This is an optimization exercise on Yosys and OpenROAD, whose aim is small area, not a production implementation. Where RTL was checked, it was by simulation tests only, not by an equivalence proof against the original.

## the reference run
==> flow/design.v (excerpt) <==
module apb_i2c_master #(
  parameter int APB_ADDR_WIDTH = 8,
  parameter int CLK_DIV_WIDTH  = 16
) (
  input  logic                      pclk,
  input  logic                      presetn,
  input  logic [APB_ADDR_WIDTH-1:0] paddr,
  input  logic                      psel,
  input  logic                      penable,
  input  logic                      pwrite,
  input  logic [31:0]               pwdata,
  output logic [31:0]               prdata,
  output logic                      pready,
  output logic                      pslverr,
  input  logic                      scl_i,
  output logic                      scl_o,
  output logic                      scl_oe,
  output logic                      sda_o,
  output logic                      sda_oe,
  input  logic                      sda_i,
  output logic                      irq
);
  localparam logic [2:0] IDLE         = 3'd0;
  localparam logic [2:0] START        = 3'd1;
  localparam logic [2:0] BIT_SEND     = 3'd2;
  localparam logic [2:0] BIT_RECV     = 3'd3;
  localparam logic [2:0] ACK_PHASE    = 3'd4;
  localparam logic [2:0] STOP_WAIT    = 3'd5;
  localparam logic [2:0] STOP_RELEASE = 3'd6;
  localparam logic [2:0] COMPLETE     = 3'd7;
  logic                     en, hold_scl_low;
  logic [CLK_DIV_WIDTH-1:0] clk_div_reg;
  logic [7:0]               txdata_reg;
  logic [7:0]               rxdata_reg;
  logic                     clk_div_set, txdata_set, rxdata_set;
  logic [4:0]               cmd_reg;
  logic                     tx_buffer_valid;
  logic                     irq_done, irq_err;
  logic [1:0]               irq_en;
  logic st_busy, st_tip, st_rxv, st_txe, st_stretch, st_irqp;
  logic res_nack, res_arb, res_cmderr;
  logic [2:0] state;
  logic       active_stop, active_read, active_ack;
  logic [8:0] shift_reg;
  wire        ack_from_slave = shift_reg[8];
  wire        set_rx_valid = (state == ACK_PHASE) & ~shift_reg[8] & shift_reg[7];
  logic       scl_drive_low, sda_drive_low;
  logic       error_event, just_accepted;
  logic [2:0] scl_filter, sda_filter;
  logic       scl_sync, sda_sync, sda_sync_d;
  logic       bus_busy;
  ...
Size in the first run: ~410 cells after synthesis, ~86 I/O pins, roughly 0.0044 mm² of cells after synthesis.
clock: 10.0 ns
lec_check: 0
cap_margin: 20
core_margin: 2
core_utilization: 65
place_density: 0.8
slew_margin: 20
standard.sh (not shown) runs the stock make flow with config.mk's settings and CLKGATE_MAP_FILE= SYNTH_SCRIPT=/design/flow/synth_recipe.tcl, a recipe that flattens the netlist after the stock synthesis.
==> flow/flow/run.sh <==
#!/bin/bash
# Standard ORFS layout (the standard.sh) with:
#  - the standard synthesis, whose combinational logic is then re-mapped for
#    area by Yosys/ABC (registers untouched, see flow/resyn.ys);
#  - the smallest drive strength for every logic cell after floorplan, the
#    later repair steps sizing up what timing, slew or capacitance need;
#  - buf_1 port buffers, one tie cell per level, no dummy clock loads.
set -euo pipefail
W=$PWD
R=$W/orfs/results/sky130hd/apb_i2c_master/base
LIB=$FLOW_HOME/platforms/sky130hd/lib/sky130_fd_sc_hd__tt_025C_1v80.lib
bash standard.sh synth > synth.log 2>&1
cp $R/1_2_yosys.v $W/standard_1_2_yosys.v
DU=""
for c in $(sed -n '/^export DONT_USE_CELLS/,/^$/p' $FLOW_HOME/platforms/sky130hd/config.mk | grep -o 'sky130_fd_sc_hd__[a-z0-9_]*'); do DU="$DU -dont_use $c"; done
sed -e "s|@LIB@|$LIB|g" -e "s|@NETLIST@|$W/standard_1_2_yosys.v|" -e "s|@DONTUSE@|$DU|" \
    -e "s|@ABC@|$W/flow/resyn.abc|" -e "s|@OUT@|$W/resyn_1_2_yosys.v|" flow/resyn.ys > $W/resyn_run.ys
yosys -s $W/resyn_run.ys > resyn.log 2>&1
cp $W/resyn_1_2_yosys.v $R/1_2_yosys.v
touch $R/1_2_yosys.v
export BUFFER_PORTS_ARGS="-buffer_cell sky130_fd_sc_hd__buf_1"
export SKIP_REPAIR_TIE_FANOUT=1
export POST_FLOORPLAN_TCL="$W/flow/downsize.tcl"
export CTS_ARGS="-sink_clustering_enable -repair_clock_nets -dont_use_dummy_load -buf_list sky130_fd_sc_hd__clkbuf_4 -root_buf sky130_fd_sc_hd__clkbuf_8 -sink_clustering_size 10 -sink_clustering_max_diameter 60"
bash standard.sh > standard.log 2>&1
Other scripts of this flow, unchanged in this note and not shown: flow/flow/downsize.tcl, flow/flow/resyn.abc, flow/flow/resyn.ys
[inputs] the trial run vs the reference run
--- a/flow/design.v
+++ b/flow/design.v
@@ -99,31 +99,29 @@
         sda_sync <= 1'b0;
     end
   end
   always_ff @(posedge pclk)
     sda_sync_d <= sda_sync;
   wire start_detect = sda_sync_d & ~sda_sync & scl_sync;
   wire stop_detect  = ~sda_sync_d & sda_sync & scl_sync;
   wire hold_for_stretch = ~scl_drive_low & ~scl_sync;
-  logic                     cnt_clear;
-  logic [CLK_DIV_WIDTH:0]   cnt_borrow;
-  logic [CLK_DIV_WIDTH-1:0] cnt_dec;
-  wire  cnt_run = en & ~hold_for_stretch;
-  assign cnt_borrow[0] = cnt_run;
-  for (genvar i = 0; i < CLK_DIV_WIDTH; i++) begin : g_cnt
-    assign cnt_borrow[i+1] = cnt_borrow[i] & ~clk_cnt[i];
-    assign cnt_dec[i]      = clk_cnt[i] ^ cnt_borrow[i];
-  end
-  wire  cnt_zero = cnt_borrow[CLK_DIV_WIDTH] | (cnt_run & cnt_clear);
-  wire  cnt_load = cnt_run & (st_idle | st_complete | cnt_zero);
   always_ff @(posedge pclk) begin
-    cnt_clear <= ~en | (cnt_load ? ~clk_div_set : cnt_clear);
-    scl_tick  <= cnt_zero & ~st_idle & ~st_complete;
-    clk_cnt   <= cnt_load ? clk_div_reg : cnt_dec;
+    if (!en) begin
+      clk_cnt  <= '0;
+      scl_tick <= 1'b0;
+    end else if (hold_for_stretch) begin
+      scl_tick <= 1'b0;
+    end else if (st_idle || st_complete || clk_cnt == '0) begin
+      clk_cnt  <= clk_div_set ? clk_div_reg : '0;
+      scl_tick <= ~(st_idle || st_complete);
+    end else begin
+      clk_cnt  <= clk_cnt - 1'b1;
+      scl_tick <= 1'b0;
+    end
   end
   always_ff @(posedge pclk or negedge presetn) begin
     if (!presetn)
       bus_busy <= 1'b0;
     else if (!en)
       bus_busy <= 1'b0;
     else if (stop_detect)
       bus_busy <= 1'b0;
@@ -328,17 +326,20 @@
               state         <= COMPLETE;
               sda_drive_low <= 1'b0;
               scl_drive_low <= 1'b0;
             end
           end
           ACK_PHASE: begin
             if (scl_tick) begin
               scl_drive_low <= ~scl_drive_low;
-              if (scl_drive_low) begin
+              if (!scl_drive_low) begin
+                if (ack_from_slave || !active_ack)
+                  sda_drive_low <= 1'b0;
+              end else begin
                 if (ack_from_slave && active_read && !sda_sync)
                   state <= BIT_RECV;
                 else if (active_stop)
                   state <= STOP_WAIT;
                 else
                   state <= COMPLETE;
               end
             end
@@ -347,16 +348,18 @@
             if (scl_tick) begin
               scl_drive_low <= ~scl_drive_low;
               if (scl_drive_low) begin
                 if (shift_reg[7]) begin
                   rxdata_set    <= 1'b1;
                   state         <= ACK_PHASE;
                   sda_drive_low <= active_ack;
                 end
+              end else if (shift_reg[7] && !active_ack) begin
+                sda_drive_low <= 1'b0;
               end
             end
           end
           STOP_WAIT: begin
             scl_drive_low <= 1'b0;
             sda_drive_low <= 1'b1;
             if (scl_sync)
               state <= STOP_RELEASE;
==> notes.md <==
Across both runs, standard cell area after detailed placement was higher for the trial run than for the reference run. Met1 layer wirelength in the final routing, the reference run and the trial run: larger value in the trial run. In the metrics for the reference run and the trial run, the one carrying the higher flip-flop and latch share of the layout cell area is the reference run. Between the reference run and the trial run, the placeable core region is lower for the reference run. Going from the reference run to the trial run, total vias in the final route rose about 10%, worst setup slack fell 0.29 ns.
No functional check of the RTL was part of the trial run.

* * *

Another version of the RTL of apb_i2c_master (not shown whole).
Size: roughly 86 I/O pins.
==> flow/config.mk <==
export PLATFORM = sky130hd
export DESIGN_NAME = apb_i2c_master
export DESIGN_NICKNAME = apb_i2c_master
export VERILOG_FILES = /design/flow/design.v
export SDC_FILE = /design/flow/constraint.sdc
export NUM_CORES = 4
export LEC_CHECK = 0
export CAP_MARGIN = 20
export CORE_MARGIN = 2
export CORE_UTILIZATION = 65
export PLACE_DENSITY = 0.8
export SLEW_MARGIN = 20
==> flow/constraint.sdc <==
create_clock -name core_clock -period 10.0 [get_ports {pclk}]
set_input_delay 2.0000 -clock core_clock [delete_from_list [all_inputs] [get_ports {pclk}]]
set_output_delay 2.0000 -clock core_clock [all_outputs]
set_load 0.01 [all_outputs]
==> flow/flow/run.sh <==
#!/bin/bash
# Standard ORFS layout (the standard.sh) with:
#  - the standard synthesis, whose combinational logic is then re-mapped for
#    area by Yosys/ABC (registers untouched, see flow/resyn.ys);
#  - the smallest drive strength for every logic cell after floorplan, the
#    later repair steps sizing up what timing, slew or capacitance need;
#  - buf_1 port buffers, one tie cell per level, no dummy clock loads.
set -euo pipefail
W=$PWD
R=$W/orfs/results/sky130hd/apb_i2c_master/base
LIB=$FLOW_HOME/platforms/sky130hd/lib/sky130_fd_sc_hd__tt_025C_1v80.lib
bash standard.sh synth > synth.log 2>&1
cp $R/1_2_yosys.v $W/standard_1_2_yosys.v
DU=""
for c in $(sed -n '/^export DONT_USE_CELLS/,/^$/p' $FLOW_HOME/platforms/sky130hd/config.mk | grep -o 'sky130_fd_sc_hd__[a-z0-9_]*'); do DU="$DU -dont_use $c"; done
# four seeds of the same re-mapping in parallel; the smallest netlist is kept
best=""; best_area=""
for s in 1 2 3 4; do
  sed "s|@SEED@|$s|" flow/resyn.abc.in > $W/resyn_$s.abc
  sed -e "s|@LIB@|$LIB|g" -e "s|@NETLIST@|$W/standard_1_2_yosys.v|" -e "s|@DONTUSE@|$DU|" \
      -e "s|@ABC@|$W/resyn_$s.abc|" -e "s|@OUT@|$W/resyn_$s.v|" -e "s|resyn_stat.txt|resyn_stat_$s.txt|" \
      flow/resyn.ys > $W/resyn_run_$s.ys
  yosys -s $W/resyn_run_$s.ys > resyn_$s.log 2>&1 &
done
wait
for s in 1 2 3 4; do
  a=$(sed -n "/=== apb_i2c_master ===/,/Chip area for module/p" resyn_stat_$s.txt 2>/dev/null | awk '/Chip area/ {print $NF}' || true)
  echo "seed $s: $a" >> resyn_choice.log
  if [[ -n "$a" && -f $W/resyn_$s.v ]] && { [[ -z "$best" ]] || awk -v a="$a" -v b="$best_area" 'BEGIN {exit !(a < b)}'; }; then
    best=$s; best_area=$a
  fi
done
echo "kept seed $best ($best_area)" >> resyn_choice.log
cp $W/resyn_$best.v $R/1_2_yosys.v
touch $R/1_2_yosys.v
export BUFFER_PORTS_ARGS="-buffer_cell sky130_fd_sc_hd__buf_1"
export SKIP_REPAIR_TIE_FANOUT=1
export POST_FLOORPLAN_TCL="$W/flow/downsize.tcl"
export CTS_ARGS="-sink_clustering_enable -repair_clock_nets -dont_use_dummy_load -buf_list sky130_fd_sc_hd__clkbuf_4 -root_buf sky130_fd_sc_hd__clkbuf_8 -sink_clustering_size 10 -sink_clustering_max_diameter 60"
bash standard.sh > standard.log 2>&1
Other scripts of this flow, unchanged in this note and not shown: flow/flow/downsize.tcl, flow/flow/resyn.abc.in, flow/flow/resyn.ys
Edit:
--- a/flow/design.v
+++ b/flow/design.v
@@ -239,44 +239,46 @@
       8'h14: prdata[4:0] = cmd_reg;
       8'h18: prdata[1:0] = {irq_err, irq_done};
       8'h1C: prdata[1:0] = irq_en;
       default: ;
     endcase
   end
   wire wr_or_rd = cmd_write | cmd_read;
   wire illegal  = (cmd_write & cmd_read) | (cmd_ack & ~cmd_read) |
                   (~cmd_start & ~cmd_stop & ~wr_or_rd) | (cmd_start & ~wr_or_rd) |
                   (wr_or_rd & ~tx_buffer_valid);
   wire stop_only = cmd_stop & ~cmd_start & ~wr_or_rd;
   always_ff @(posedge pclk) begin
-    if (st_idle) begin
-      active_stop    <= cmd_stop;
-      active_read    <= cmd_read;
-      active_ack     <= cmd_ack;
-      shift_reg      <= {txdata_reg, 1'b1};
+    if (en) begin
+      if (st_idle) begin
+        active_stop    <= cmd_stop;
+        active_read    <= cmd_read;
+        active_ack     <= cmd_ack;
+        shift_reg      <= {txdata_reg, 1'b1};
+      end
+      if (state == BIT_SEND && scl_tick && (!scl_drive_low || shift_reg[6:0] == 7'd0))
+        shift_reg <= {shift_reg[7:0], 1'b0};
+      if (ack_sample)
+        shift_reg <= 9'd1;
+      if (state == BIT_RECV && scl_tick && scl_drive_low && !shift_reg[7])
+        shift_reg <= {shift_reg[7:0], sda_sync};
+      if (set_rx_valid)
+        shift_reg[7] <= 1'b0;
     end
-    if (state == BIT_SEND && scl_tick && (!scl_drive_low || shift_reg[6:0] == 7'd0))
-      shift_reg <= {shift_reg[7:0], 1'b0};
-    if (ack_sample)
-      shift_reg <= 9'd1;
-    if (state == BIT_RECV && scl_tick && scl_drive_low && !shift_reg[7])
-      shift_reg <= {shift_reg[7:0], sda_sync};
-    if (set_rx_valid)
-      shift_reg[7] <= 1'b0;
   end
   always_ff @(posedge pclk)
     if (en && state == BIT_RECV && scl_tick && scl_drive_low && shift_reg[7])
       rxdata_reg <= {shift_reg[6:0], sda_sync};
   always_ff @(posedge pclk) begin
-    just_accepted <= st_idle & (cmd_reg != 5'd0);
+    just_accepted <= accept;
     error_event   <= en & ((st_idle & (cmd_reg != 5'd0) & illegal) | arb_lost |
                            (ack_sample & sda_sync) |
                            (st_complete & (just_accepted | res_nack | res_arb)));
   end
   always_ff @(posedge pclk or negedge presetn) begin
     if (!presetn) begin
       state         <= IDLE;
       scl_drive_low <= 1'b0;
       sda_drive_low <= 1'b0;
       rxdata_set    <= 1'b0;
     end else begin
       if (!en) begin
Result: Setup slack is better by 0.040 ns. Critical path depth goes down by 1. Non-clock buffer count goes down by 2. Routed wire length goes down by 2.1%. Global-route usage goes down by 1.0 points. Clock-buffer cell count stays the same. Synthesized area goes up by 0.71%. Design area goes up by 0.38%. Hold slack is better by 0.0034 ns. Core utilization goes down by 0.15 points. Synthesized cell count goes up by 0.53%.

-- what the ideal ports hide --
Ports are ideal in the flow. The routed layouts listed here were re-timed in OpenROAD.
Step 1 (the two cells are an assumption about what drives the block):
set clk [get_ports {pclk}]
set_driving_cell -lib_cell sky130_fd_sc_hd__clkbuf_16 $clk
set_driving_cell -lib_cell sky130_fd_sc_hd__buf_2 [delete_from_list [all_inputs] $clk]
Step 2, shift: input delay + t, output delay - t, t = (earliest + latest rising clock arrival at the registers) / 2. This alone moves slack from input paths to output paths.
a / b / c = ideal ports / drivers / drivers and shift; a / b = the first two.
run | shift t [ns] | slack for setup (ns) | hold WS [ns] | worst setup path after step 2 | worst data-port slew with drivers (ns)
the reference run | 0.386 | 4.198 / 4.175 / 4.175 | 0.378 / 0.378 / 0.378 | input to output | 0.03
the trial run | 0.388 | 3.904 / 3.884 / 3.884 | 0.379 / 0.379 / 0.379 | input to output | 0.03
the first run of note 2 | 0.386 | 4.025 / 4.003 / 4.003 | 0.379 / 0.379 / 0.379 | input to output | 0.06
the second run of note 2 | 0.379 | 4.065 / 4.046 / 4.046 | 0.382 / 0.382 / 0.382 | input to output | 0.03
After both steps every run listed still meets setup and hold. The setup slack of the reference run, which loses most, moves by -0.023 ns with the drivers and by -0.023 ns with both steps.
